From an optimization exercise on the open Yosys and OpenROAD flow, aimed at small area and a short achievable clock period; shortcuts taken in it are not production practice.
Function was checked by simulation only, so behaviour that the tests miss may differ from the original.

## flow/design.v

```verilog
module g_xor2 (input logic a, b, output logic y);
  assign y = a ^ b;
endmodule
module g_xnor2 (input logic a, b, output logic y);
  assign y = ~(a ^ b);
endmodule
module g_nand2 (input logic a, b, output logic y);
  assign y = ~(a & b);
endmodule
module round #(
  parameter bit NEXT = 1
) (
  input  logic [15:0] x, w, kn,
  output logic [15:0] xn, wn
);
  genvar j;
  generate
    for (j = 0; j < 16; j++) begin : b
      logic q, p;
      g_nand2 Q (.a(x[(j+15)%16]), .b(x[(j+8)%16]), .y(q));
      g_xor2  P (.a(x[(j+14)%16]), .b(w[j]), .y(p));
      g_xnor2 X (.a(q), .b(p), .y(xn[j]));
      if (NEXT) begin : n
        g_xor2 W (.a(x[j]), .b(kn[j]), .y(wn[j]));
      end else begin : z
        assign wn[j] = 1'b0;
      end
    end
  endgenerate
endmodule
module key_d (
  input  logic [15:0] k,
  output logic [15:0] d
);
  genvar j;
  generate
    for (j = 0; j < 16; j++) begin : b
      g_xor2 D (.a(k[j]), .b(k[(j+1)%16]), .y(d[j]));
    end
  endgenerate
endmodule
module key_s #(
  parameter bit ZBIT = 0
) (
  input  logic [15:0] k0, d1,
  output logic [15:0] s
);
  localparam logic [15:0] C = 16'hfffc ^ {15'd0, ZBIT};
  genvar j;
  generate
    for (j = 0; j < 16; j++) begin : b
      if (C[j]) begin : one
        g_xnor2 S (.a(k0[j]), .b(d1[j]), .y(s[j]));
      end else begin : zero
        g_xor2  S (.a(k0[j]), .b(d1[j]), .y(s[j]));
      end
    end
  endgenerate
endmodule
module key_f (
  input  logic [15:0] s, d3,
  output logic [15:0] kn
);
  genvar j;
  generate
    for (j = 0; j < 16; j++) begin : b
      g_xor2 K (.a(s[j]), .b(d3[(j+3)%16]), .y(kn[j]));
    end
  endgenerate
endmodule
module simon32_64 (
  input  logic        clk, reset,
  input  logic        in_valid,
  input  logic [31:0] plaintext,
  input  logic [63:0] key,
  output logic        out_valid,
  output logic [31:0] ciphertext
);
  logic [15:0] w_0;
  logic [15:0] d1_r0;
  logic [15:0] s0_r0;
  logic [15:0] d3_r0;
  logic [15:0] k4;
  logic [15:0] x_1;
  logic [15:0] w_1;
  logic [15:0] d2_r1;
  logic [15:0] s1_r1;
  logic [15:0] d4_r1;
  logic [15:0] k5;
  logic [15:0] x_2;
  logic [15:0] w_2;
  logic [15:0] s2_r1;
  logic [15:0] xq2, wq2;
  logic [15:0] kq2_3;
  logic [15:0] kq2_4;
  logic [15:0] kq2_5;
  logic [15:0] sq2;
  logic [15:0] d5_r2;
  logic [15:0] k6;
  logic [15:0] x_3;
  logic [15:0] w_3;
  logic [15:0] d4_r3;
  logic [15:0] s3_r3;
  logic [15:0] d6_r3;
  logic [15:0] k7;
  logic [15:0] x_4;
  logic [15:0] w_4;
  logic [15:0] s4_r3;
  logic [15:0] xq4, wq4;
  logic [15:0] kq4_5;
  logic [15:0] kq4_6;
  logic [15:0] kq4_7;
  logic [15:0] sq4;
  logic [15:0] d7_r4;
  logic [15:0] k8;
  logic [15:0] x_5;
  logic [15:0] w_5;
  logic [15:0] d6_r5;
  logic [15:0] s5_r5;
  logic [15:0] d8_r5;
  logic [15:0] k9;
  logic [15:0] x_6;
  logic [15:0] w_6;
  logic [15:0] s6_r5;
  logic [15:0] xq6, wq6;
  logic [15:0] kq6_7;
  logic [15:0] kq6_8;
  logic [15:0] kq6_9;
  logic [15:0] sq6;
  logic [15:0] d9_r6;
  logic [15:0] k10;
  logic [15:0] x_7;
  logic [15:0] w_7;
  logic [15:0] d8_r7;
  logic [15:0] s7_r7;
  logic [15:0] d10_r7;
  logic [15:0] k11;
  logic [15:0] x_8;
  logic [15:0] w_8;
  logic [15:0] s8_r7;
  logic [15:0] xq8, wq8;
  logic [15:0] kq8_9;
  logic [15:0] kq8_10;
  logic [15:0] kq8_11;
  logic [15:0] sq8;
  logic [15:0] d11_r8;
  logic [15:0] k12;
  logic [15:0] x_9;
  logic [15:0] w_9;
  logic [15:0] d10_r9;
  logic [15:0] s9_r9;
  logic [15:0] d12_r9;
  logic [15:0] k13;
  logic [15:0] x_10;
  logic [15:0] w_10;
  logic [15:0] s10_r9;
  logic [15:0] xq10, wq10;
  logic [15:0] kq10_11;
  logic [15:0] kq10_12;
  logic [15:0] kq10_13;
  logic [15:0] sq10;
  logic [15:0] d13_r10;
  logic [15:0] k14;
  logic [15:0] x_11;
  logic [15:0] w_11;
  logic [15:0] d12_r11;
  logic [15:0] s11_r11;
  logic [15:0] d14_r11;
  logic [15:0] k15;
  logic [15:0] x_12;
  logic [15:0] w_12;
  logic [15:0] s12_r11;
  logic [15:0] xq12, wq12;
  logic [15:0] kq12_13;
  logic [15:0] kq12_14;
  logic [15:0] kq12_15;
  logic [15:0] sq12;
  logic [15:0] d15_r12;
  logic [15:0] k16;
  logic [15:0] x_13;
  logic [15:0] w_13;
  logic [15:0] d14_r13;
  logic [15:0] s13_r13;
  logic [15:0] d16_r13;
  logic [15:0] k17;
  logic [15:0] x_14;
  logic [15:0] w_14;
  logic [15:0] s14_r13;
  logic [15:0] xq14, wq14;
  logic [15:0] kq14_15;
  logic [15:0] kq14_16;
  logic [15:0] kq14_17;
  logic [15:0] sq14;
  logic [15:0] d17_r14;
  logic [15:0] k18;
  logic [15:0] x_15;
  logic [15:0] w_15;
  logic [15:0] d16_r15;
  logic [15:0] s15_r15;
  logic [15:0] d18_r15;
  logic [15:0] k19;
  logic [15:0] x_16;
  logic [15:0] w_16;
  logic [15:0] s16_r15;
  logic [15:0] xq16, wq16;
  logic [15:0] kq16_17;
  logic [15:0] kq16_18;
  logic [15:0] kq16_19;
  logic [15:0] sq16;
  logic [15:0] d19_r16;
  logic [15:0] k20;
  logic [15:0] x_17;
  logic [15:0] w_17;
  logic [15:0] d18_r17;
  logic [15:0] s17_r17;
  logic [15:0] d20_r17;
  logic [15:0] k21;
  logic [15:0] x_18;
  logic [15:0] w_18;
  logic [15:0] s18_r17;
  logic [15:0] xq18, wq18;
  logic [15:0] kq18_19;
  logic [15:0] kq18_20;
  logic [15:0] kq18_21;
  logic [15:0] sq18;
  logic [15:0] d21_r18;
  logic [15:0] k22;
  logic [15:0] x_19;
  logic [15:0] w_19;
  logic [15:0] d20_r19;
  logic [15:0] s19_r19;
  logic [15:0] d22_r19;
  logic [15:0] k23;
  logic [15:0] x_20;
  logic [15:0] w_20;
  logic [15:0] s20_r19;
  logic [15:0] xq20, wq20;
  logic [15:0] kq20_21;
  logic [15:0] kq20_22;
  logic [15:0] kq20_23;
  logic [15:0] sq20;
  logic [15:0] d23_r20;
  logic [15:0] k24;
  logic [15:0] x_21;
  logic [15:0] w_21;
  logic [15:0] d22_r21;
  logic [15:0] s21_r21;
  logic [15:0] d24_r21;
  logic [15:0] k25;
  logic [15:0] x_22;
  logic [15:0] w_22;
  logic [15:0] s22_r21;
  logic [15:0] xq22, wq22;
  logic [15:0] kq22_23;
  logic [15:0] kq22_24;
  logic [15:0] kq22_25;
  logic [15:0] sq22;
  logic [15:0] d25_r22;
  logic [15:0] k26;
  logic [15:0] x_23;
  logic [15:0] w_23;
  logic [15:0] d24_r23;
  logic [15:0] s23_r23;
  logic [15:0] d26_r23;
  logic [15:0] k27;
  logic [15:0] x_24;
  logic [15:0] w_24;
  logic [15:0] s24_r23;
  logic [15:0] xq24, wq24;
  logic [15:0] kq24_25;
  logic [15:0] kq24_26;
  logic [15:0] kq24_27;
  logic [15:0] sq24;
  logic [15:0] d27_r24;
  logic [15:0] k28;
  logic [15:0] x_25;
  logic [15:0] w_25;
  logic [15:0] d26_r25;
  logic [15:0] s25_r25;
  logic [15:0] d28_r25;
  logic [15:0] k29;
  logic [15:0] x_26;
  logic [15:0] w_26;
  logic [15:0] s26_r25;
  logic [15:0] xq26, wq26;
  logic [15:0] kq26_27;
  logic [15:0] kq26_28;
  logic [15:0] kq26_29;
  logic [15:0] sq26;
  logic [15:0] d29_r26;
  logic [15:0] k30;
  logic [15:0] x_27;
  logic [15:0] w_27;
  logic [15:0] d28_r27;
  logic [15:0] s27_r27;
  logic [15:0] d30_r27;
  logic [15:0] k31;
  logic [15:0] x_28;
  logic [15:0] w_28;
  logic [15:0] xq28, wq28;
  logic [15:0] kq28_29;
  logic [15:0] kq28_30;
  logic [15:0] kq28_31;
  logic [15:0] x_29;
  logic [15:0] w_29;
  logic [15:0] x_30;
  logic [15:0] w_30;
  logic [15:0] xq30, wq30;
  logic [15:0] kq30_31;
  logic [15:0] x_31;
  logic [15:0] w_31;
  logic [15:0] x_32;
  logic [31:0] ct_q;
  for (genvar j = 0; j < 16; j++) begin : w0
    g_xor2 W (.a(plaintext[j]), .b(key[j]), .y(w_0[j]));
  end
  key_d D1_r0 (.k(key[31:16]), .d(d1_r0));
  key_s #(.ZBIT(1'b1)) S0_r0 (.k0(key[15:0]), .d1(d1_r0), .s(s0_r0));
  key_d D3_r0 (.k(key[63:48]), .d(d3_r0));
  key_f K4 (.s(s0_r0), .d3(d3_r0), .kn(k4));
  round #(.NEXT(1'b1)) R0 (.x(plaintext[31:16]), .w(w_0), .kn(key[31:16]), .xn(x_1), .wn(w_1));
  key_d D2_r1 (.k(key[47:32]), .d(d2_r1));
  key_s #(.ZBIT(1'b1)) S1_r1 (.k0(key[31:16]), .d1(d2_r1), .s(s1_r1));
  key_d D4_r1 (.k(k4), .d(d4_r1));
  key_f K5 (.s(s1_r1), .d3(d4_r1), .kn(k5));
  round #(.NEXT(1'b1)) R1 (.x(x_1), .w(w_1), .kn(key[47:32]), .xn(x_2), .wn(w_2));
  key_s #(.ZBIT(1'b1)) S2_r1 (.k0(key[47:32]), .d1(d3_r0), .s(s2_r1));
  always_ff @(posedge clk) begin
    xq2 <= x_2;
    wq2 <= w_2;
    kq2_3 <= key[63:48];
    kq2_4 <= k4;
    kq2_5 <= k5;
    sq2 <= s2_r1;
  end
  key_d D5_r2 (.k(kq2_5), .d(d5_r2));
  key_f K6 (.s(sq2), .d3(d5_r2), .kn(k6));
  round #(.NEXT(1'b1)) R2 (.x(xq2), .w(wq2), .kn(kq2_3), .xn(x_3), .wn(w_3));
  key_d D4_r3 (.k(kq2_4), .d(d4_r3));
  key_s #(.ZBIT(1'b1)) S3_r3 (.k0(kq2_3), .d1(d4_r3), .s(s3_r3));
  key_d D6_r3 (.k(k6), .d(d6_r3));
  key_f K7 (.s(s3_r3), .d3(d6_r3), .kn(k7));
  round #(.NEXT(1'b1)) R3 (.x(x_3), .w(w_3), .kn(kq2_4), .xn(x_4), .wn(w_4));
  key_s #(.ZBIT(1'b1)) S4_r3 (.k0(kq2_4), .d1(d5_r2), .s(s4_r3));
  always_ff @(posedge clk) begin
    xq4 <= x_4;
    wq4 <= w_4;
    kq4_5 <= kq2_5;
    kq4_6 <= k6;
    kq4_7 <= k7;
    sq4 <= s4_r3;
  end
  key_d D7_r4 (.k(kq4_7), .d(d7_r4));
  key_f K8 (.s(sq4), .d3(d7_r4), .kn(k8));
  round #(.NEXT(1'b1)) R4 (.x(xq4), .w(wq4), .kn(kq4_5), .xn(x_5), .wn(w_5));
  key_d D6_r5 (.k(kq4_6), .d(d6_r5));
  key_s #(.ZBIT(1'b0)) S5_r5 (.k0(kq4_5), .d1(d6_r5), .s(s5_r5));
  key_d D8_r5 (.k(k8), .d(d8_r5));
  key_f K9 (.s(s5_r5), .d3(d8_r5), .kn(k9));
  round #(.NEXT(1'b1)) R5 (.x(x_5), .w(w_5), .kn(kq4_6), .xn(x_6), .wn(w_6));
  key_s #(.ZBIT(1'b1)) S6_r5 (.k0(kq4_6), .d1(d7_r4), .s(s6_r5));
  always_ff @(posedge clk) begin
    xq6 <= x_6;
    wq6 <= w_6;
    kq6_7 <= kq4_7;
    kq6_8 <= k8;
    kq6_9 <= k9;
    sq6 <= s6_r5;
  end
  key_d D9_r6 (.k(kq6_9), .d(d9_r6));
  key_f K10 (.s(sq6), .d3(d9_r6), .kn(k10));
  round #(.NEXT(1'b1)) R6 (.x(xq6), .w(wq6), .kn(kq6_7), .xn(x_7), .wn(w_7));
  key_d D8_r7 (.k(kq6_8), .d(d8_r7));
  key_s #(.ZBIT(1'b0)) S7_r7 (.k0(kq6_7), .d1(d8_r7), .s(s7_r7));
  key_d D10_r7 (.k(k10), .d(d10_r7));
  key_f K11 (.s(s7_r7), .d3(d10_r7), .kn(k11));
  round #(.NEXT(1'b1)) R7 (.x(x_7), .w(w_7), .kn(kq6_8), .xn(x_8), .wn(w_8));
  key_s #(.ZBIT(1'b0)) S8_r7 (.k0(kq6_8), .d1(d9_r6), .s(s8_r7));
  always_ff @(posedge clk) begin
    xq8 <= x_8;
    wq8 <= w_8;
    kq8_9 <= kq6_9;
    kq8_10 <= k10;
    kq8_11 <= k11;
    sq8 <= s8_r7;
  end
  key_d D11_r8 (.k(kq8_11), .d(d11_r8));
  key_f K12 (.s(sq8), .d3(d11_r8), .kn(k12));
  round #(.NEXT(1'b1)) R8 (.x(xq8), .w(wq8), .kn(kq8_9), .xn(x_9), .wn(w_9));
  key_d D10_r9 (.k(kq8_10), .d(d10_r9));
  key_s #(.ZBIT(1'b0)) S9_r9 (.k0(kq8_9), .d1(d10_r9), .s(s9_r9));
  key_d D12_r9 (.k(k12), .d(d12_r9));
  key_f K13 (.s(s9_r9), .d3(d12_r9), .kn(k13));
  round #(.NEXT(1'b1)) R9 (.x(x_9), .w(w_9), .kn(kq8_10), .xn(x_10), .wn(w_10));
  key_s #(.ZBIT(1'b1)) S10_r9 (.k0(kq8_10), .d1(d11_r8), .s(s10_r9));
  always_ff @(posedge clk) begin
    xq10 <= x_10;
    wq10 <= w_10;
    kq10_11 <= kq8_11;
    kq10_12 <= k12;
    kq10_13 <= k13;
    sq10 <= s10_r9;
  end
  key_d D13_r10 (.k(kq10_13), .d(d13_r10));
  key_f K14 (.s(sq10), .d3(d13_r10), .kn(k14));
  round #(.NEXT(1'b1)) R10 (.x(xq10), .w(wq10), .kn(kq10_11), .xn(x_11), .wn(w_11));
  key_d D12_r11 (.k(kq10_12), .d(d12_r11));
  key_s #(.ZBIT(1'b0)) S11_r11 (.k0(kq10_11), .d1(d12_r11), .s(s11_r11));
  key_d D14_r11 (.k(k14), .d(d14_r11));
  key_f K15 (.s(s11_r11), .d3(d14_r11), .kn(k15));
  round #(.NEXT(1'b1)) R11 (.x(x_11), .w(w_11), .kn(kq10_12), .xn(x_12), .wn(w_12));
  key_s #(.ZBIT(1'b0)) S12_r11 (.k0(kq10_12), .d1(d13_r10), .s(s12_r11));
  always_ff @(posedge clk) begin
    xq12 <= x_12;
    wq12 <= w_12;
    kq12_13 <= kq10_13;
    kq12_14 <= k14;
    kq12_15 <= k15;
    sq12 <= s12_r11;
  end
  key_d D15_r12 (.k(kq12_15), .d(d15_r12));
  key_f K16 (.s(sq12), .d3(d15_r12), .kn(k16));
  round #(.NEXT(1'b1)) R12 (.x(xq12), .w(wq12), .kn(kq12_13), .xn(x_13), .wn(w_13));
  key_d D14_r13 (.k(kq12_14), .d(d14_r13));
  key_s #(.ZBIT(1'b1)) S13_r13 (.k0(kq12_13), .d1(d14_r13), .s(s13_r13));
  key_d D16_r13 (.k(k16), .d(d16_r13));
  key_f K17 (.s(s13_r13), .d3(d16_r13), .kn(k17));
  round #(.NEXT(1'b1)) R13 (.x(x_13), .w(w_13), .kn(kq12_14), .xn(x_14), .wn(w_14));
  key_s #(.ZBIT(1'b0)) S14_r13 (.k0(kq12_14), .d1(d15_r12), .s(s14_r13));
  always_ff @(posedge clk) begin
    xq14 <= x_14;
    wq14 <= w_14;
    kq14_15 <= kq12_15;
    kq14_16 <= k16;
    kq14_17 <= k17;
    sq14 <= s14_r13;
  end
  key_d D17_r14 (.k(kq14_17), .d(d17_r14));
  key_f K18 (.s(sq14), .d3(d17_r14), .kn(k18));
  round #(.NEXT(1'b1)) R14 (.x(xq14), .w(wq14), .kn(kq14_15), .xn(x_15), .wn(w_15));
  key_d D16_r15 (.k(kq14_16), .d(d16_r15));
  key_s #(.ZBIT(1'b1)) S15_r15 (.k0(kq14_15), .d1(d16_r15), .s(s15_r15));
  key_d D18_r15 (.k(k18), .d(d18_r15));
  key_f K19 (.s(s15_r15), .d3(d18_r15), .kn(k19));
  round #(.NEXT(1'b1)) R15 (.x(x_15), .w(w_15), .kn(kq14_16), .xn(x_16), .wn(w_16));
  key_s #(.ZBIT(1'b0)) S16_r15 (.k0(kq14_16), .d1(d17_r14), .s(s16_r15));
  always_ff @(posedge clk) begin
    xq16 <= x_16;
    wq16 <= w_16;
    kq16_17 <= kq14_17;
    kq16_18 <= k18;
    kq16_19 <= k19;
    sq16 <= s16_r15;
  end
  key_d D19_r16 (.k(kq16_19), .d(d19_r16));
  key_f K20 (.s(sq16), .d3(d19_r16), .kn(k20));
  round #(.NEXT(1'b1)) R16 (.x(xq16), .w(wq16), .kn(kq16_17), .xn(x_17), .wn(w_17));
  key_d D18_r17 (.k(kq16_18), .d(d18_r17));
  key_s #(.ZBIT(1'b1)) S17_r17 (.k0(kq16_17), .d1(d18_r17), .s(s17_r17));
  key_d D20_r17 (.k(k20), .d(d20_r17));
  key_f K21 (.s(s17_r17), .d3(d20_r17), .kn(k21));
  round #(.NEXT(1'b1)) R17 (.x(x_17), .w(w_17), .kn(kq16_18), .xn(x_18), .wn(w_18));
  key_s #(.ZBIT(1'b1)) S18_r17 (.k0(kq16_18), .d1(d19_r16), .s(s18_r17));
  always_ff @(posedge clk) begin
    xq18 <= x_18;
    wq18 <= w_18;
    kq18_19 <= kq16_19;
    kq18_20 <= k20;
    kq18_21 <= k21;
    sq18 <= s18_r17;
  end
  key_d D21_r18 (.k(kq18_21), .d(d21_r18));
  key_f K22 (.s(sq18), .d3(d21_r18), .kn(k22));
  round #(.NEXT(1'b1)) R18 (.x(xq18), .w(wq18), .kn(kq18_19), .xn(x_19), .wn(w_19));
  key_d D20_r19 (.k(kq18_20), .d(d20_r19));
  key_s #(.ZBIT(1'b0)) S19_r19 (.k0(kq18_19), .d1(d20_r19), .s(s19_r19));
  key_d D22_r19 (.k(k22), .d(d22_r19));
  key_f K23 (.s(s19_r19), .d3(d22_r19), .kn(k23));
  round #(.NEXT(1'b1)) R19 (.x(x_19), .w(w_19), .kn(kq18_20), .xn(x_20), .wn(w_20));
  key_s #(.ZBIT(1'b0)) S20_r19 (.k0(kq18_20), .d1(d21_r18), .s(s20_r19));
  always_ff @(posedge clk) begin
    xq20 <= x_20;
    wq20 <= w_20;
    kq20_21 <= kq18_21;
    kq20_22 <= k22;
    kq20_23 <= k23;
    sq20 <= s20_r19;
  end
  key_d D23_r20 (.k(kq20_23), .d(d23_r20));
  key_f K24 (.s(sq20), .d3(d23_r20), .kn(k24));
  round #(.NEXT(1'b1)) R20 (.x(xq20), .w(wq20), .kn(kq20_21), .xn(x_21), .wn(w_21));
  key_d D22_r21 (.k(kq20_22), .d(d22_r21));
  key_s #(.ZBIT(1'b0)) S21_r21 (.k0(kq20_21), .d1(d22_r21), .s(s21_r21));
  key_d D24_r21 (.k(k24), .d(d24_r21));
  key_f K25 (.s(s21_r21), .d3(d24_r21), .kn(k25));
  round #(.NEXT(1'b1)) R21 (.x(x_21), .w(w_21), .kn(kq20_22), .xn(x_22), .wn(w_22));
  key_s #(.ZBIT(1'b0)) S22_r21 (.k0(kq20_22), .d1(d23_r20), .s(s22_r21));
  always_ff @(posedge clk) begin
    xq22 <= x_22;
    wq22 <= w_22;
    kq22_23 <= kq20_23;
    kq22_24 <= k24;
    kq22_25 <= k25;
    sq22 <= s22_r21;
  end
  key_d D25_r22 (.k(kq22_25), .d(d25_r22));
  key_f K26 (.s(sq22), .d3(d25_r22), .kn(k26));
  round #(.NEXT(1'b1)) R22 (.x(xq22), .w(wq22), .kn(kq22_23), .xn(x_23), .wn(w_23));
  key_d D24_r23 (.k(kq22_24), .d(d24_r23));
  key_s #(.ZBIT(1'b1)) S23_r23 (.k0(kq22_23), .d1(d24_r23), .s(s23_r23));
  key_d D26_r23 (.k(k26), .d(d26_r23));
  key_f K27 (.s(s23_r23), .d3(d26_r23), .kn(k27));
  round #(.NEXT(1'b1)) R23 (.x(x_23), .w(w_23), .kn(kq22_24), .xn(x_24), .wn(w_24));
  key_s #(.ZBIT(1'b1)) S24_r23 (.k0(kq22_24), .d1(d25_r22), .s(s24_r23));
  always_ff @(posedge clk) begin
    xq24 <= x_24;
    wq24 <= w_24;
    kq24_25 <= kq22_25;
    kq24_26 <= k26;
    kq24_27 <= k27;
    sq24 <= s24_r23;
  end
  key_d D27_r24 (.k(kq24_27), .d(d27_r24));
  key_f K28 (.s(sq24), .d3(d27_r24), .kn(k28));
  round #(.NEXT(1'b1)) R24 (.x(xq24), .w(wq24), .kn(kq24_25), .xn(x_25), .wn(w_25));
  key_d D26_r25 (.k(kq24_26), .d(d26_r25));
  key_s #(.ZBIT(1'b1)) S25_r25 (.k0(kq24_25), .d1(d26_r25), .s(s25_r25));
  key_d D28_r25 (.k(k28), .d(d28_r25));
  key_f K29 (.s(s25_r25), .d3(d28_r25), .kn(k29));
  round #(.NEXT(1'b1)) R25 (.x(x_25), .w(w_25), .kn(kq24_26), .xn(x_26), .wn(w_26));
  key_s #(.ZBIT(1'b0)) S26_r25 (.k0(kq24_26), .d1(d27_r24), .s(s26_r25));
  always_ff @(posedge clk) begin
    xq26 <= x_26;
    wq26 <= w_26;
    kq26_27 <= kq24_27;
    kq26_28 <= k28;
    kq26_29 <= k29;
    sq26 <= s26_r25;
  end
  key_d D29_r26 (.k(kq26_29), .d(d29_r26));
  key_f K30 (.s(sq26), .d3(d29_r26), .kn(k30));
  round #(.NEXT(1'b1)) R26 (.x(xq26), .w(wq26), .kn(kq26_27), .xn(x_27), .wn(w_27));
  key_d D28_r27 (.k(kq26_28), .d(d28_r27));
  key_s #(.ZBIT(1'b0)) S27_r27 (.k0(kq26_27), .d1(d28_r27), .s(s27_r27));
  key_d D30_r27 (.k(k30), .d(d30_r27));
  key_f K31 (.s(s27_r27), .d3(d30_r27), .kn(k31));
  round #(.NEXT(1'b1)) R27 (.x(x_27), .w(w_27), .kn(kq26_28), .xn(x_28), .wn(w_28));
  always_ff @(posedge clk) begin
    xq28 <= x_28;
    wq28 <= w_28;
    kq28_29 <= kq26_29;
    kq28_30 <= k30;
    kq28_31 <= k31;
  end
  round #(.NEXT(1'b1)) R28 (.x(xq28), .w(wq28), .kn(kq28_29), .xn(x_29), .wn(w_29));
  round #(.NEXT(1'b1)) R29 (.x(x_29), .w(w_29), .kn(kq28_30), .xn(x_30), .wn(w_30));
  always_ff @(posedge clk) begin
    xq30 <= x_30;
    wq30 <= w_30;
    kq30_31 <= kq28_31;
  end
  round #(.NEXT(1'b1)) R30 (.x(xq30), .w(wq30), .kn(kq30_31), .xn(x_31), .wn(w_31));
  round #(.NEXT(1'b0)) R31 (.x(x_31), .w(w_31), .kn(16'd0), .xn(x_32), .wn());
  always_ff @(posedge clk) ct_q <= {x_32, x_31};
  assign ciphertext = ct_q;
  logic [15:0] valid_r;
  always_ff @(posedge clk) begin
    if (reset)
      valid_r <= '0;
    else
      valid_r <= {valid_r[14:0], in_valid};
  end
  assign out_valid = valid_r[15];
endmodule
```

## flow/flow/run.sh

```bash
#!/bin/bash
# The standard layout, except that the output ports get a fast buffer (buf_4) instead of the
# default port buffer; the input ports keep the default. Everything else is standard.sh as is.
set -euo pipefail
here=$(pwd)
bash standard.sh DONT_BUFFER_PORTS=1 PRE_GLOBAL_PLACE_TCL="$here/flow/ports.tcl" finish > "$here/flow_standard.log" 2>&1
```

## flow/flow/ports.tcl

```tcl
# Port buffers, placed where global_place.tcl would put them: inputs with the default cell,
# outputs with a fast buffer.
buffer_ports -inputs
buffer_ports -outputs -buffer_cell sky130_fd_sc_hd__buf_4
```

## flow/standard.sh

```bash
#!/bin/bash
# synth_recipe.tcl (not shown) runs the flow's synth.tcl, then flattens the netlist and writes it again
# the make line also repeats each setting of config.mk as NAME=value (left out here)
make -C /OpenROAD-flow-scripts/flow DESIGN_CONFIG=/design/flow/config.mk WORK_HOME=/design/flow/orfs CLKGATE_MAP_FILE= SYNTH_SCRIPT=/design/flow/synth_recipe.tcl "${@:-finish}"
```

## flow/config.mk

```make
export PLATFORM = sky130hd
export DESIGN_NAME = simon32_64
export DESIGN_NICKNAME = simon32_64
export VERILOG_FILES = /design/flow/design.v
export SDC_FILE = /design/flow/constraint.sdc
export NUM_CORES = 4
export LEC_CHECK = 0
export CAP_MARGIN = 20
export CORE_MARGIN = 2
export CORE_UTILIZATION = 55
export GPL_TIMING_DRIVEN = 0
export SETUP_SLACK_MARGIN = 1.0
export SLEW_MARGIN = 20
export SYNTH_HIERARCHICAL = 1
export SYNTH_MINIMUM_KEEP_SIZE = 0
```

## flow/constraint.sdc

```tcl
create_clock -name core_clock -period 2.5 [get_ports {clk}]
set_input_delay 0.5000 -clock core_clock [delete_from_list [all_inputs] [get_ports {clk}]]
set_output_delay 0.5000 -clock core_clock [all_outputs]
set_load 0.01 [all_outputs]
```

==> results.json, run 1 <==
{
  "outcome": "complete, no violations",
  "drv_cap": 0,
  "path_delay_family": "flip-flops",
  "io_buffers": 131,
  "start_util_pct": 55.24,
  "synth_cells": 5073,
  "num-nets-final": 5676,
  "synth.avg_cell_area_um2": 11.41,
  "antenna_found_initial": 5,
  "tightest_slew_ps": 619.8,
  "path_class": "reg -> out",
  "startpoint_type": "flip-flop",
  "gp_congestion": 0.9277,
  "path_buf_inv": 1,
  "core_mm2": 0.1048,
  "ios": 132,
  "crit_fanout": 1,
  "relSlewSlack_pct": 58.39,
  "drive_gt1_share_pct": 28.56,
  "clock_path_buffers": 3,
  "clk_pin_slew_ps": 60,
  "hold_viol_final": 0,
  "cts_tree": "yes",
  "rsz0062_at_grt": "true",
  "drv_slew": 0,
  "htree_num_levels": 4,
  "hpwl_um": 143400,
  "drt-initial-drc-count": 2413,
  "clock_tree.root_cell": "clkbuf_16",
  "grt_use_total_pct": 32.99,
  "grt_pass1_wl_um": 251800,
  "drc": 0,
  "clock_skew_ps": 28.05,
  "drtAntennaViolNets": 0,
  "max_stage_delay_ps": 330,
  "finish.utilization_pct": 73.39,
  "setup_tns_ps": 0,
  "stdcell_count": 7088,
  "clock_latency_ps": 770,
  "path_cells": "buf_6",
  "clock-sinks": 1424,
  "wl_per_cell_um": 25.49,
  "wl_um": 180600,
  "die_y_um": 328.5,
  "fillers": 7146,
  "critPathCaptureType": "output port",
  "whs_ps": 22.88,
  "vias": 34550,
  "worstPathArrival_ps": 1200,
  "hp-class": "in -> reg",
  "cts-buffers-inserted": 147,
  "slowest_stage": "dfxtp_2",
  "syn_area_mm2": 0.05790,
  "overflow": 0,
  "largest_reg_flops": 32,
  "top_register": "ct_q",
  "syn-num-nets": 5172,
  "grt_pass1_vias": 35820,
  "syn2layout_area_growth_pct": 32.87,
  "yosys_warnings": 7,
  "setup_viol": 0,
  "fmax_ghz": 0.5885,
  "rows": 119,
  "min_period_ps": 1699,
  "via_per_inst": 4.874,
  "dp_cells": 6595,
  "drt-pass1-iter-count": 5,
  "grt_max_degree": 17,
  "die_w_um": 328.5,
  "period_share_pct": 67.97,
  "crit_required_ps": 2000,
  "die_area_mm2": 0.1079
}
## metrics by stage
step | setup slack (ps) | area (µm²)
floorplan | 1013 | 58020
global placement | -538.7 | 60990
detailed placement | -537.3 | 61000
CTS | 773.3 | 72420
global route | 762.1 | 76930
finish | 800.8 | 76930
## worst paths after layout
check                                 from             end  slack, ps  cells after the start
worst max-delay path              ct_q[24]  ciphertext[24]        800                      1
worst min-delay path               key[61]       kq2_3[13]         20                      1
worst max register to register   kq8_11[4]     kq10_13[14]        880                      4
worst min register to register  kq28_31[4]      kq30_31[4]        320                      0
## layout by cell type (no fill, tap or decap), types with 13 or more instances in the layout
cell type and count:
xor2_4 136, xor2_1 1654, buf_4 212, xnor2_2 203, clkbuf_8 32, dfxtp_1 1142
clkinv_2 20, dfxtp_2 195, dfxtp_4 87, bufinv_16 13, clkbuf_16 151, xor2_2 412
buf_6 38, clkbuf_1 32, clkdlybuf4s50_1 75, xnor2_1 641, nand2_1 508, xnor2_4 74
## layer usage
| layer | track usage (%) | share of wire (%) |
|---|---|---|
| met3 | 3.998 | 4.3 |
| met4 | 14.22 | 4.6 |
| met1 | 41.69 | 41 |
| met5 | 0 | 0.0039 |
| met2 | 56.87 | 50 |
## layout make-up
type	instances	area (µm²)	share of cell area [%]
antenna	1	2.502	0.003253
tap	1391	1740	2.262
clock inverter	53	685.7	0.8913
sequential	1424	29080	37.80
multi-input combinational	3648	37950	49.33
clock buffer	215	4339	5.640
timing repair buffer	355	3123	4.060
buffer	1	11.26	0.01464
## timing repair
item                                    CTS  global route
endpoints found under the setup margin  517           423
setup buffers                           123           101
pin swaps                               258           225
resized for setup                       882           589
hold buffers                              0             0
hold endpoints to repair                  0             0
gates cloned                              0             0
==> run 2: changes to the inputs <==
--- a/flow/config.mk
+++ b/flow/config.mk
@@ -8,5 +8,7 @@
 export CAP_MARGIN = 20
 export CORE_MARGIN = 2
-export CORE_UTILIZATION = 55
+export CORE_UTILIZATION = 65
+export CTS_CLUSTER_DIAMETER = 80
+export CTS_CLUSTER_SIZE = 30
 export GPL_TIMING_DRIVEN = 0
 export SETUP_SLACK_MARGIN = 1.0
==> results.json, run 2 <==
{
  "outcome": "complete, no violations",
  "num-nets-final": 5580,
  "cp-startpoint": "ct_q[21]",
  "yosys_warnings": 7,
  "fillers": 4828,
  "drt-initial-drc-count": 3182,
  "drc": 0,
  "hold_viol_final": 0,
  "core_mm2": 0.08837,
  "tightest_slew_ps": 636.3,
  "slowest_stage": "dfxtp_2",
  "syn_area_mm2": 0.05790,
  "clock_skew_ps": 32.21,
  "wl_per_cell_um": 27.07,
  "drt-pass1-iter-count": 7,
  "relSlewSlack_pct": 57.27,
  "wl_um": 180500,
  "drive_gt1_share_pct": 26.75,
  "crit_fanout": 1,
  "overflow": 0,
  "start_util_pct": 65.52,
  "reg2regPathDepth": 5,
  "drv_slew": 0,
  "rsz0062_at_grt": "true",
  "layout_common_cells": "xor2_1, dfxtp_1, xnor2_1",
  "rows": 109,
  "fmax_ghz": 0.5952,
  "gp_congestion": 0.9704,
  "ios": 132,
  "io_buffers": 131,
  "cts-buffers-inserted": 58,
  "via_per_inst": 5.288,
  "clock_latency_ps": 710,
  "finish.utilization_pct": 83.13,
  "htree_num_levels": 2,
  "cts_tree": "yes",
  "r2r_end": "kq16_19[8]",
  "max_stage_delay_ps": 370,
  "min_period_ps": 1680,
  "synth.avg_cell_area_um2": 11.41,
  "pre_cts_slack_ps": -223.4,
  "syn-num-nets": 5172,
  "path_buf_inv": 1,
  "critPathCaptureType": "output port",
  "path_depth": 1,
  "path_delay_family": "flip-flops",
  "grt_use_total_pct": 37.36,
  "grt_pass1_wl_um": 242700,
  "clock_tree.root_cell": "clkbuf_16",
  "setup_ws_ps": 819.8,
  "clock-sinks": 1424,
  "startpoint_type": "flip-flop",
  "die_area_mm2": 0.09148,
  "drtAntennaViolNets": 0,
  "setup_viol": 0,
  "path_cells": "buf_6",
  "path_class": "reg -> out",
  "hold_depth": 1,
  "crit_required_ps": 2000,
  "hpwl_um": 134000,
  "crit_end": "ciphertext[21]",
  "vias": 35260,
  "grt_max_degree": 31,
  "drv_cap": 0,
  "grt_pass1_vias": 35270,
  "hp-class": "in -> reg",
  "final_common_cell": "xor2_1",
  "r2r_start": "kq14_17[0]",
  "worstPathArrival_ps": 1180,
  "period_share_pct": 67.21,
  "clk_pin_slew_ps": 110,
  "clock_path_buffers": 3,
  "syn2layout_area_growth_pct": 26.89,
  "antenna_found_initial": 6,
  "die_y_um": 302.5,
  "setup_tns_ps": 0,
  "regToRegSetupSlack_ps": 830,
  "top_register": "ct_q",
  "largest_reg_flops": 32,
  "die_w_um": 302.5,
  "synth_cells": 5073
}
run 2: final cells by class:
type                       count  area [µm²]  share of cell area [%]
antenna                        3       7.507                 0.01022
buffer                         1       11.26                 0.01533
clock buffer                  63        1544                   2.102
clock inverter                16       207.7                  0.2827
multi-input combinational   3648       38050                   51.79
sequential                  1424       29180                   39.71
tap                         1165        1458                   1.984
timing repair buffer         348        3013                   4.101
run 2: worst min path at each step:
| stage | startpoint | end | slack [ps] |
|---|---|---|---|
| floorplan | kq28_31[0] | kq30_31[0] | 310 |
| detailed placement | kq28_31[6] | kq30_31[6] | 310 |
| CTS | key[57] | kq2_3[9] | 220 |
| global placement | kq28_31[9] | kq30_31[9] | 310 |
| finish | key[62] | kq2_3[14] | 80 |
| global route | key[62] | kq2_3[14] | 70 |
run 2: repair_timing:
| item | CTS | global route |
|---|---|---|
| hold endpoints to repair | 0 | 0 |
| pin swaps | 198 | 252 |
| setup buffers | 107 | 110 |
| resized for setup | 827 | 692 |
| setup endpoints to repair | 492 | 453 |
| hold buffers | 0 | 0 |
run 2: metrics by stage:
step / area (µm²) / std cells / hold WS (ps)
6_report: 73470 / 6668 / 78.19
5_1_grt: 73470 / 6667 / 73.64
4_1_cts: 68320 / 6555 / 224.7
3_5_place_dp: 60710 / 6369 / 313.6
3_3_place_gp: 60710 / 6369 / 312.1
2_1_floorplan: 58020 / 5073 / 309.6
run 2: per-layer routing:
layer | wire [µm] | vias to the layer above | GRT usage (%)
li1 | - | 15690 | -
met3 | 11390 | 446 | 5.163
met2 | 87510 | 1426 | 62.22
met4 | 10360 | 2 | 16.68
met5 | 13 | - | 0
met1 | 71230 | 17700 | 48.81
==> run 3: changes to the inputs <==
--- a/flow/config.mk
+++ b/flow/config.mk
@@ -8,5 +8,5 @@
 export CAP_MARGIN = 20
 export CORE_MARGIN = 2
-export CORE_UTILIZATION = 65
+export CORE_UTILIZATION = 55
 export CTS_CLUSTER_DIAMETER = 80
 export CTS_CLUSTER_SIZE = 30
==> results.json, run 3 <==
{
  "outcome": "complete, no violations",
  "slowest_stage": "dfxtp_2",
  "io_buffers": 131,
  "wl_per_cell_um": 25.59,
  "register_area_mm2": 0.02917,
  "tightest_slew_ps": 648.6,
  "r2r_start": "kq24_27[14]",
  "path_depth": 1,
  "overflow": 0,
  "path_cells": "buf_6",
  "hpwl_um": 143400,
  "drt-pass1-iter-count": 5,
  "max_stage_delay_ps": 340,
  "die_y_um": 328.5,
  "fillers": 7608,
  "drv_cap": 0,
  "crit_fanout": 1,
  "period_share_pct": 67.19,
  "insertedDiodeCount": 0,
  "critPathCaptureType": "output port",
  "clock_latency_ps": 740,
  "via_per_inst": 4.855,
  "antenna_found_initial": 2,
  "pre_cts_slack_ps": -537.3,
  "yosys_warnings": 7,
  "syn-num-nets": 5172,
  "wl_um": 176500,
  "fmax_ghz": 0.5953,
  "clock-sinks": 1424,
  "grt_use_total_pct": 32.34,
  "drc": 0,
  "hold_depth": 1,
  "drv_slew": 0,
  "setup_ws_ps": 820.2,
  "grt_max_degree": 31,
  "final_common_cell": "xor2_1",
  "use_met3_pct": 3.329,
  "whs_ps": 40.52,
  "hold_viol_final": 0,
  "hp-start": "key[48]",
  "vias": 33480,
  "clk_pin_slew_ps": 110,
  "clock_path_buffers": 3,
  "grt_busiest_layer": "met2",
  "drt-initial-drc-count": 2297,
  "clock_tree.root_cell": "clkbuf_16",
  "synth_cells": 5073,
  "dpl_cell_area_mm2": 0.06100,
  "min_period_ps": 1680,
  "r2r_end": "kq26_29[7]",
  "regToRegSetupSlack_ps": 900,
  "top_register": "ct_q",
  "relSlewSlack_pct": 56.45,
  "setup_viol": 0,
  "drtAntennaViolNets": 0,
  "start_util_pct": 55.24,
  "hold_path_end": "kq2_3[0]",
  "final_area_mm2": 0.07366,
  "grt_pass1_vias": 34600,
  "die_w_um": 328.5,
  "gp_congestion": 0.9277,
  "num-nets-final": 5578,
  "path_buf_inv": 1,
  "hp-class": "in -> reg",
  "ios": 132,
  "syn2layout_area_growth_pct": 27.23,
  "path_class": "reg -> out",
  "drive_gt1_share_pct": 27.23,
  "rsz0062_at_grt": "true",
  "grt_use_met1_pct": 41.56,
  "crit_required_ps": 2000,
  "startpoint_type": "flip-flop",
  "cts_tree": "yes",
  "die_area_mm2": 0.1079,
  "core_mm2": 0.1048,
  "path_delay_family": "flip-flops",
  "layout_common_cells": "xor2_1, dfxtp_1, xnor2_1",
  "grt_pass1_wl_um": 247000,
  "syn_area_mm2": 0.05790,
  "synth.avg_cell_area_um2": 11.41,
  "htree_num_levels": 2,
  "rows": 119,
  "worstPathArrival_ps": 1180,
  "reg2regPathDepth": 4,
  "cts-buffers-inserted": 58,
  "multiInputGateArea_mm2": 0.03782,
  "finish.utilization_pct": 70.28,
  "use_met2_pct": 56.32,
  "clock_skew_ps": 26.93,
  "largest_reg_flops": 32
}
==> run 3: cell count changes in the layout (fill, tap and decap cells not counted), moves of 5 or more <==
cell,change
buf_12,+7
buf_4,-14
buf_6,+5
clkdlybuf4s15_2,+7
dlymetal6s2s_1,-7
xnor2_1,-18
xnor2_2,+24
xnor2_4,-6
xor2_2,+22
xor2_4,-25
==> run 3: through the flow <==
stage / cells / setup TNS (ps)
after floorplan: 5073 / 0
after global placement: 6595 / -5327
after detailed placement: 6595 / -5269
after CTS: 6801 / 0
after global routing: 6896 / 0
final: 6896 / 0
==> run 3: routing by layer <==
layer / wire length, µm / part of all wire, % / up-vias
met4: 7617 / 4.3 / 2
met1: 73710 / 42 / 16760
met2: 88280 / 50 / 801
met5: 13 / 0.0074 / -
met3: 6873 / 3.9 / 262
li1: - / - / 15660
==> run 3: area by class of cell <==
type                            instances  share of cell area, %
Clock buffer                           68                  2.176
Tap cell                             1391                  2.363
Timing Repair Buffer                  346                  4.209
Sequential cell                      1424                  39.60
Multi-Input combinational cell       3648                  51.34
Buffer                                  1                0.01529
Clock inverter                         18                 0.2955
==> run 3: worst max-delay path by stage <==
stage,end,from,slack [ps]
finish,ciphertext[19],ct_q[19],820
global route,ciphertext[19],ct_q[19],770
CTS,ciphertext[20],ct_q[20],770
detailed placement,kq2_5[8],key[27],-540
global placement,kq2_5[8],key[27],-540
floorplan,kq2_5[13],key[18],1010
==> run 3: repair_timing <==
item | in CTS | in global routing
setup endpoints to repair | 527 | 441
setup buffers | 120 | 95
endpoints found under the hold margin | 0 | 0
pin swaps | 256 | 199
resized for setup | 924 | 593
hold buffers | 0 | 0
==> run 4: changes to the inputs <==
--- a/flow/config.mk
+++ b/flow/config.mk
@@ -12,6 +12,8 @@
 export CTS_CLUSTER_SIZE = 30
 export GPL_TIMING_DRIVEN = 0
+export PLACE_DENSITY = 0.8
 export SETUP_SLACK_MARGIN = 1.0
 export SLEW_MARGIN = 20
 export SYNTH_HIERARCHICAL = 1
 export SYNTH_MINIMUM_KEEP_SIZE = 0
+export TNS_END_PERCENT = 20
==> results.json, run 4 <==
{
  "outcome": "complete, no violations",
  "insertedDiodeCount": 0,
  "period_share_pct": 69.44,
  "finish.utilization_pct": 64.79,
  "grt_max_degree": 31,
  "critPathCaptureType": "flip-flop",
  "rsz0062_at_grt": "true",
  "overflow": 0,
  "num-nets-final": 5449,
  "startpoint_type": "flip-flop",
  "die_area_mm2": 0.1079,
  "yosys_warnings": 7,
  "drt-pass1-iter-count": 5,
  "setup_tns_ps": 0,
  "regToRegSetupSlack_ps": 760,
  "synth_cells": 5073,
  "synth.avg_cell_area_um2": 11.41,
  "reg2regPathDepth": 4,
  "grt_use_total_pct": 29.24,
  "drtAntennaViolNets": 0,
  "largest_reg_flops": 32,
  "multiInputGateArea_mm2": 0.03358,
  "hold_viol_final": 0,
  "hold_depth": 1,
  "drt-initial-drc-count": 2362,
  "relSlewSlack_pct": 48.76,
  "hp-class": "in -> reg",
  "vias": 33400,
  "worstPathArrival_ps": 2380,
  "r2r_end": "xq28[4]",
  "dpl_cell_area_mm2": 0.06089,
  "gp_congestion": 0.9725,
  "crit_fanout": 4,
  "drc": 0,
  "cp-startpoint": "xq26[4]",
  "final_common_cell": "xor2_1",
  "clock-sinks": 1424,
  "core_mm2": 0.1048,
  "grt_pass1_vias": 34800,
  "start_util_pct": 55.24,
  "min_period_ps": 1736,
  "htree_num_levels": 2,
  "die_y_um": 328.5,
  "ios": 132,
  "clk_pin_slew_ps": 110,
  "tightest_slew_ps": 763.1,
  "syn-num-nets": 5172,
  "use_met3_pct": 3.154,
  "cts-buffers-inserted": 57,
  "io_buffers": 131,
  "cts_hold_buf": 0,
  "hpwl_um": 130300,
  "drv_cap": 0,
  "use_met2_pct": 54.23,
  "rows": 119,
  "clock_path_buffers": 3,
  "drv_slew": 0,
  "syn2layout_area_growth_pct": 17.29,
  "wl_um": 162200,
  "fmax_ghz": 0.5760,
  "setup_viol": 0,
  "clock_tree.root_cell": "clkbuf_16",
  "grt_busiest_layer": "met2",
  "layout_common_cells": "xor2_1, dfxtp_1, xnor2_1",
  "path_class": "reg -> reg",
  "whs_ps": 140.7,
  "crit_end": "xq28[4]",
  "r2r_start": "xq26[4]",
  "register_area_mm2": 0.02886,
  "clock_latency_ps": 730,
  "syn_area_mm2": 0.05790,
  "grt_pass1_wl_um": 229100,
  "clock_skew_ps": 52.31,
  "top_register": "ct_q",
  "grt_use_met1_pct": 33.20,
  "via_per_inst": 4.942,
  "crit_required_ps": 3150,
  "cts_tree": "yes",
  "fillers": 7777,
  "drive_gt1_share_pct": 14.87,
  "die_w_um": 328.5,
  "final_area_mm2": 0.06791,
  "antenna_found_initial": 0,
  "wl_per_cell_um": 23.99
}
## run 4: per-stage QoR
stage,setup slack [ps],std cells
after floorplan,992.1,5073
after global placement,-79.64,6595
after detailed placement,-67.66,6595
after CTS,755.8,6727
after global routing,720.2,6759
final,763.9,6759
## run 4: worst max-delay path, cell delays in order, from the launching register on
cell,delay [ps]
dfxtp_1,520
nand2_1,120
xnor2_1,620
nand2_1,170
xnor2_1,240
## run 4: metal layers
layer	up-vias	share of wire, %
li1	15630	-
met1	16290	38
met2	1060	52
met3	417	4.2
met4	0	6.2
met5	-	0
## run 4: final cells by class
cell class,count,share of cell area (%)
timing repair buffer,218,2.981
multi-input combinational,3648,49.44
tap,1391,2.563
buffer,1,0.01658
clock buffer,63,2.180
sequential,1424,42.50
clock inverter,14,0.3206
## run 4: how the worst min path moves through the flow
stage | slack, ps | endpoint | start
finish | 140 | kq2_3[15] | key[63]
global route | 120 | kq2_3[15] | key[63]
CTS | 170 | kq2_3[13] | key[61]
detailed placement | 310 | kq30_31[7] | kq28_31[7]
global placement | 310 | kq30_31[9] | kq28_31[9]
floorplan | 310 | kq30_31[0] | kq28_31[0]
## run 4: what timing repair did
action                     CTS  global route
resized for setup          363           422
setup buffers               55            32
setup endpoints to repair  457           523
pin swaps                   93           122
==> run 5: changes to the inputs <==
--- a/flow/config.mk
+++ b/flow/config.mk
@@ -8,12 +8,10 @@
 export CAP_MARGIN = 20
 export CORE_MARGIN = 2
-export CORE_UTILIZATION = 55
+export CORE_UTILIZATION = 65
 export CTS_CLUSTER_DIAMETER = 80
 export CTS_CLUSTER_SIZE = 30
 export GPL_TIMING_DRIVEN = 0
-export PLACE_DENSITY = 0.8
-export SETUP_SLACK_MARGIN = 1.0
+export SETUP_SLACK_MARGIN = 0.85
 export SLEW_MARGIN = 20
 export SYNTH_HIERARCHICAL = 1
 export SYNTH_MINIMUM_KEEP_SIZE = 0
-export TNS_END_PERCENT = 20
==> results.json, run 5 <==
{
  "drt-initial-drc-count": 2636,
  "min_period_ps": 1706,
  "drv_cap": 0,
  "drv_slew": 0,
  "clk_pin_slew_ps": 110,
  "num-nets-final": 5403,
  "io_buffers": 131,
  "final_common_cell": "xor2_1",
  "cts-buffers-inserted": 57,
  "fmax_ghz": 0.5863,
  "hold_depth": 0,
  "drive_gt1_share_pct": 14.06,
  "period_share_pct": 68.23,
  "grt_use_total_pct": 35.58,
  "synth.avg_cell_area_um2": 11.41,
  "top_register": "ct_q",
  "wl_per_cell_um": 25.36,
  "setup_viol": 0,
  "crit_required_ps": 3110,
  "vias": 33360,
  "die_area_mm2": 0.09148,
  "hold_path_end": "kq30_31[13]",
  "rsz0062_at_grt": "true",
  "cts_hold_buf": 0,
  "startpoint_type": "flip-flop",
  "reg2regPathDepth": 4,
  "ios": 132,
  "hpwl_um": 134800,
  "crit_fanout": 3,
  "path_class": "reg -> reg",
  "r2r_start": "kq24_27[10]",
  "syn_area_mm2": 0.05790,
  "worstPathArrival_ps": 2320,
  "largest_reg_flops": 32,
  "drc": 0,
  "finish.utilization_pct": 75.53,
  "rows": 109,
  "wl_um": 164600,
  "antenna_found_initial": 2,
  "core_mm2": 0.08837,
  "die_y_um": 302.5,
  "clock_skew_ps": 24.64,
  "die_w_um": 302.5,
  "layout_common_cells": "xor2_1, dfxtp_1, xnor2_1",
  "cts_tree": "yes",
  "overflow": 0,
  "gp_congestion": 0.9579,
  "hp-start": "kq28_31[13]",
  "tightest_slew_ps": 693.8,
  "synth_cells": 5073,
  "relSlewSlack_pct": 53.42,
  "clock_tree.root_cell": "clkbuf_16",
  "syn-num-nets": 5172,
  "critPathCaptureType": "flip-flop",
  "grt_pass1_vias": 34180,
  "drtAntennaViolNets": 0,
  "syn2layout_area_growth_pct": 15.29,
  "htree_num_levels": 2,
  "start_util_pct": 65.52,
  "grt_max_degree": 31,
  "clock-sinks": 1424,
  "drt-pass1-iter-count": 5,
  "grt_pass1_wl_um": 232200,
  "insertedDiodeCount": 0,
  "hold_viol_final": 0,
  "regToRegSetupSlack_ps": 790,
  "clock_path_buffers": 3,
  "yosys_warnings": 7,
  "clock_latency_ps": 690,
  "fillers": 6067,
  "hp-class": "reg -> reg",
  "via_per_inst": 5.139,
  "outcome": "complete, no violations",
  "r2r_end": "kq26_29[2]"
}
[run 5: critical path: stages (launching register included)]
cell and delay (ps):
dfxtp_1 550, xor2_4 330, xor2_2 290, xor2_1 230, xor2_1 220
[run 5: cell type report]
| type | count | area (µm²) | share of cell area (%) |
|---|---|---|---|
| clock inverters | 19 | 210.2 | 0.3149 |
| flip-flops and latches | 1424 | 28660 | 42.94 |
| clock buffers | 62 | 1486 | 2.227 |
| multi-input cells | 3648 | 33260 | 49.82 |
| well taps | 1165 | 1458 | 2.184 |
| repair buffers | 172 | 1664 | 2.493 |
| plain buffers | 1 | 11.26 | 0.01687 |
[run 5: worst max-delay path by stage]
stage                     cells after the start          to         from
final                                         4  kq26_29[2]  kq24_27[10]
after global routing                          4  kq26_29[2]  kq24_27[10]
after CTS                                     4     xq4[15]      xq2[11]
after detailed placement                      6    kq2_5[9]      key[30]
after global placement                        6    kq2_5[9]      key[30]
after floorplan                               5      xq2[0]      key[14]
[run 5: per-stage QoR]
| stage | area (µm²) | std cells | hold WS (ps) | setup TNS, ps | worst slack (ps) |
|---|---|---|---|---|---|
| 2_1_floorplan | 57900 | 5073 | 309.6 | 0 | 975.2 |
| 3_3_place_gp | 60590 | 6369 | 311.9 | -4173 | -483.4 |
| 3_5_place_dp | 60590 | 6369 | 312.1 | -4441 | -469.2 |
| 4_1_cts | 64700 | 6473 | 315.2 | 0 | 712.1 |
| 5_1_grt | 66750 | 6491 | 343.5 | 0 | 753.4 |
| 6_report | 66750 | 6491 | 332.3 | 0 | 794.3 |
[run 5: layer usage]
layer / track usage [%] / up-vias / routed length (µm)
li1: - / 15540 / -
met1: 45.42 / 16420 / 66880
met2: 61.45 / 1071 / 81060
met3: 3.559 / 332 / 8526
met4: 15.68 / 2 / 8109
met5: 0 / - / 13
[run 5: repair_timing]
item                       4_1_cts  5_1_grt
setup endpoints to repair      263      291
gates resized for setup        368      302
setup buffers                   23       18
pin swaps                       59       73
==> run 6: changes to the inputs <==
--- a/flow/config.mk
+++ b/flow/config.mk
@@ -8,8 +8,9 @@
 export CAP_MARGIN = 20
 export CORE_MARGIN = 2
-export CORE_UTILIZATION = 65
+export CORE_UTILIZATION = 70
 export CTS_CLUSTER_DIAMETER = 80
 export CTS_CLUSTER_SIZE = 30
 export GPL_TIMING_DRIVEN = 0
+export PLACE_DENSITY = 0.9
 export SETUP_SLACK_MARGIN = 0.85
 export SLEW_MARGIN = 20
==> results.json, run 6 <==
{
  "grt_pass1_wl_um": 223500,
  "num-nets-final": 5391,
  "overflow": 0,
  "htree_num_levels": 2,
  "grt_use_total_pct": 35.67,
  "min_period_ps": 1812,
  "die_w_um": 291.6,
  "whs_ps": 180.6,
  "stdcell_count": 6372,
  "grt_max_degree": 31,
  "crit_fanout": 3,
  "clock_tree.root_cell": "clkbuf_16",
  "clock-sinks": 1424,
  "insertedDiodeCount": 0,
  "drt-pass1-iter-count": 7,
  "antenna_found_initial": 0,
  "setup_tns_ps": 0,
  "drv_slew": 0,
  "drt-initial-drc-count": 3494,
  "layout_common_cells": "xor2_1, dfxtp_1, xnor2_1",
  "synth_cells": 5073,
  "syn2layout_area_growth_pct": 12.92,
  "die_area_mm2": 0.08503,
  "syn_area_mm2": 0.05790,
  "cts_hold_buf": 0,
  "critPathCaptureType": "flip-flop",
  "via_per_inst": 5.441,
  "cts-buffers-inserted": 54,
  "clock_latency_ps": 690,
  "clock_path_buffers": 3,
  "rows": 105,
  "path_class": "reg -> reg",
  "outcome": "complete, no violations",
  "tightest_slew_ps": 701.1,
  "clock_skew_ps": 36.29,
  "startpoint_type": "flip-flop",
  "drtAntennaViolNets": 0,
  "clk_pin_slew_ps": 120,
  "relSlewSlack_pct": 52.92,
  "grt_pass1_vias": 34550,
  "core_mm2": 0.08198,
  "top_register": "ct_q",
  "largest_reg_flops": 32,
  "synth.avg_cell_area_um2": 11.41,
  "hpwl_um": 123300,
  "final_common_cell": "xor2_1",
  "yosys_warnings": 7,
  "setup_viol": 0,
  "gp_congestion": 0.9767,
  "wl_per_cell_um": 25.63,
  "worstPathArrival_ps": 2390,
  "wl_um": 163300,
  "die_y_um": 291.6,
  "crit_required_ps": 3080,
  "drv_cap": 0,
  "syn-num-nets": 5172,
  "drive_gt1_share_pct": 11.09,
  "period_share_pct": 72.48,
  "fmax_ghz": 0.5519,
  "vias": 34670,
  "cts_tree": "yes",
  "hp-class": "in -> reg",
  "rsz0062_at_grt": "true",
  "io_buffers": 131,
  "dp_cells": 6274,
  "start_util_pct": 70.63,
  "hold_viol_final": 0,
  "ios": 132,
  "drc": 0
}
-- run 6: cell count changes in the layout (fill, tap and decap cells not counted), moves of 4 or more --
| cell | before | now |
|---|---|---|
| clkbuf_16 | 58 | 54 |
| dlygate4sd2_1 | 14 | 7 |
| dlymetal6s2s_1 | 2 | 8 |
| xnor2_4 | 18 | 4 |
| buf_4 | 39 | 34 |
| inv_8 | 4 | 0 |
| xnor2_2 | 148 | 78 |
| clkinvlp_4 | 5 | 1 |
| dfxtp_4 | 5 | 0 |
| dfxtp_2 | 110 | 71 |
| xnor2_1 | 752 | 836 |
| xor2_1 | 1901 | 1909 |
| dfxtp_1 | 1309 | 1353 |
| xor2_4 | 15 | 10 |
-- run 6: layer usage --
metal	vias up	wire [µm]	global-route usage, %
met4	0	6893	11.37
met5	-	0	0
li1	15490	-	-
met2	1606	78410	58.89
met3	416	14020	6.569
met1	17160	64010	47.59
-- run 6: cell type report --
class                      count  area (µm²)
fill                        4730       16600
clock buffer                  60        1404
sequential                  1424       28600
timing repair buffer         163        1597
buffer                         1       11.26
multi-input combinational   3648       32350
tap                         1070        1339
clock inverter                 6       77.57
-- run 6: worst max-delay path, cell delays in order (launching register included) --
cell	delay, ps
dfxtp_1	480
xor2_2	290
xor2_2	370
xor2_1	270
xor2_1	300
-- run 6: path summary, 6_finish.rpt --
check,from,end,slack (ps),depth (start not counted)
min reg2reg,kq28_31[5],kq30_31[5],330,0
max reg2reg,kq6_9[4],kq8_11[13],690,4
min,key[49],kq2_3[1],180,1
max,kq6_9[4],kq8_11[13],690,4
-- run 6: timing repair --
| action | 4_1_cts | 5_1_grt |
|---|---|---|
| pin swaps | 31 | 60 |
| buffers inserted | 17 | 15 |
| resized for setup | 210 | 296 |
| setup endpoints to repair | 176 | 260 |
| endpoints found under the hold margin | 0 | 0 |
-- run 6: per-stage QoR --
| step | utilization, % | area [µm²] | setup slack [ps] |
|---|---|---|---|
| global route | 79.75 | 65380 | 711.2 |
| floorplan | - | 57900 | 975.2 |
| detailed placement | 73.76 | 60470 | -177.7 |
| global placement | 73.76 | 60470 | -205.3 |
| CTS | 77.27 | 63350 | 803.8 |
| finish | 79.75 | 65380 | 688.0 |
==> run 7: changes to the inputs <==
--- a/flow/config.mk
+++ b/flow/config.mk
@@ -8,10 +8,10 @@
 export CAP_MARGIN = 20
 export CORE_MARGIN = 2
-export CORE_UTILIZATION = 70
+export CORE_UTILIZATION = 65
 export CTS_CLUSTER_DIAMETER = 80
 export CTS_CLUSTER_SIZE = 30
 export GPL_TIMING_DRIVEN = 0
-export PLACE_DENSITY = 0.9
-export SETUP_SLACK_MARGIN = 0.85
+export PLACE_DENSITY = 0.8
+export SETUP_SLACK_MARGIN = 0.8
 export SLEW_MARGIN = 20
 export SYNTH_HIERARCHICAL = 1
==> results.json, run 7 <==
{
  "dp_cells": 6370,
  "crit_fanout": 3,
  "ios": 132,
  "stdcell_count": 6472,
  "die_area_mm2": 0.09148,
  "crit_required_ps": 3050,
  "insertedDiodeCount": 0,
  "cts-buffers-inserted": 56,
  "start_util_pct": 65.52,
  "synth_cells": 5073,
  "syn-num-nets": 5172,
  "largest_reg_flops": 32,
  "synth.avg_cell_area_um2": 11.41,
  "hold_viol_final": 0,
  "grt_pass1_wl_um": 230900,
  "clock_latency_ps": 690,
  "drtAntennaViolNets": 0,
  "grt_use_total_pct": 35.16,
  "tightest_slew_ps": 757.5,
  "drt-pass1-iter-count": 5,
  "grt_max_degree": 31,
  "yosys_warnings": 7,
  "final_area_mm2": 0.06498,
  "final_common_cell": "xor2_1",
  "rsz0062_at_grt": "true",
  "overflow": 0,
  "top_register": "ct_q",
  "drt-initial-drc-count": 2838,
  "io_buffers": 131,
  "fmax_ghz": 0.5694,
  "cp-startpoint": "key[62]",
  "rows": 109,
  "worstPathArrival_ps": 2310,
  "clock_skew_ps": 47.22,
  "antenna_found_initial": 0,
  "clock-sinks": 1424,
  "die_y_um": 302.5,
  "drc": 0,
  "cts_hold_buf": 0,
  "htree_num_levels": 2,
  "clk_pin_slew_ps": 110,
  "layout_common_cells": "xor2_1, dfxtp_1, xnor2_1",
  "relSlewSlack_pct": 49.14,
  "syn2layout_area_growth_pct": 12.24,
  "gp_congestion": 0.9509,
  "drv_cap": 0,
  "die_w_um": 302.5,
  "clock_tree.root_cell": "clkbuf_16",
  "wl_um": 162800,
  "vias": 33070,
  "wl_per_cell_um": 25.15,
  "min_period_ps": 1756,
  "hp-start": "kq28_31[8]",
  "startpoint_type": "input pin",
  "core_mm2": 0.08837,
  "setup_viol": 0,
  "dpl_cell_area_mm2": 0.06059,
  "finish.utilization_pct": 73.53,
  "hp-class": "reg -> reg",
  "drive_gt1_share_pct": 9.177,
  "via_per_inst": 5.110,
  "path_class": "in -> reg",
  "num-nets-final": 5389,
  "cts_tree": "yes",
  "r2r_start": "xq18[13]",
  "outcome": "complete, no violations",
  "syn_area_mm2": 0.05790,
  "critPathCaptureType": "flip-flop",
  "whs_ps": 328.6,
  "drv_slew": 0,
  "hpwl_um": 131100,
  "period_share_pct": 70.25,
  "clock_path_buffers": 3,
  "grt_pass1_vias": 33970
}
[run 7: what timing repair did]
| action | in CTS | in global routing |
|---|---|---|
| gates resized for setup | 149 | 222 |
| buffers inserted | 17 | 10 |
| pin swaps | 24 | 35 |
| endpoints found under the setup margin | 138 | 200 |
| cloned | 0 | 0 |
[run 7: layout make-up]
cell class              count  area, µm²
plain buffers               1      11.26
multi-input cells        3648      31890
repair buffers            159       1470
clock buffers              62       1445
clock inverters            13      166.4
flip-flops and latches   1424      28540
fillers                  6290      23390
well taps                1165       1458
[run 7: critical path: stages]
cell	delay (ps)
clkdlybuf4s50_1	610
xor2_1	300
xor2_1	250
xor2_1	340
xor2_1	300
[run 7: metal layers]
layer | routed length (µm) | GRT usage (%)
met1 | 69090 | 46.36
met2 | 77300 | 59.07
met3 | 8707 | 4.139
met4 | 7704 | 14.20
met5 | 0 | 0
[run 7: through the flow]
step / setup TNS (ps) / setup WS (ps)
2_1_floorplan: 0 / 975.2
3_3_place_gp: -555.4 / -184.6
3_5_place_dp: -640.4 / -194.3
4_1_cts: 0 / 774.3
5_1_grt: 0 / 722.2
6_report: 0 / 743.8
[run 7: final timing paths]
kind	depth (start not counted)	to	slack, ps
min reg2reg	0	kq30_31[8]	330
max	5	kq2_5[7]	740
min	0	kq30_31[8]	330
max reg2reg	4	xq20[7]	770

[separate check: timing with driven ports]
No port has a modelled driver above. Below, the same layouts with a new extraction and two added sets of constraints.
Step 1: set_driving_cell puts a clkbuf_16 on clk and a buf_2 on each other input, an assumption about the parent block.
Step 2 adds t to the input delays and takes it off the output delays; t is the mean of the earliest and latest rising clock arrival at the registers after step 1. Input paths then give back, and output paths get back, about the clock's delay inside the block.
a / b / c = ideal ports / drivers / drivers and shift; a / b = the first two.
run	t (ns)	slack for setup (ns)	worst hold slack (ns)	worst setup path at the end	latest minus earliest clock arrival (ns)
run 1	0.835	0.801 / 0.725 / 0.179	0.023 / -0.035 / 0.322	input to register	0.029 / 0.029
run 2	0.770	0.820 / 0.745 / 0.230	0.078 / 0.029 / 0.332	input to register	0.046 / 0.046
run 3	0.797	0.820 / 0.747 / 0.199	0.041 / -0.009 / 0.340	input to register	0.028 / 0.028
run 4	0.768	0.764 / 0.737 / 0.056	0.141 / 0.093 / 0.338	input to register	0.063 / 0.063
run 5	0.746	0.794 / 0.790 / 0.108	0.332 / 0.310 / 0.332	input to register	0.036 / 0.035
run 6	0.752	0.688 / 0.688 / 0.099	0.181 / 0.134 / 0.327	input to register	0.045 / 0.045
run 7	0.728	0.744 / 0.768 / 0.052	0.329 / 0.329 / 0.329	input to register	0.062 / 0.061
After both steps every run listed still meets setup and hold. The setup slack of run 4, which loses most, moves by -0.027 ns with the drivers and by -0.708 ns with both steps.
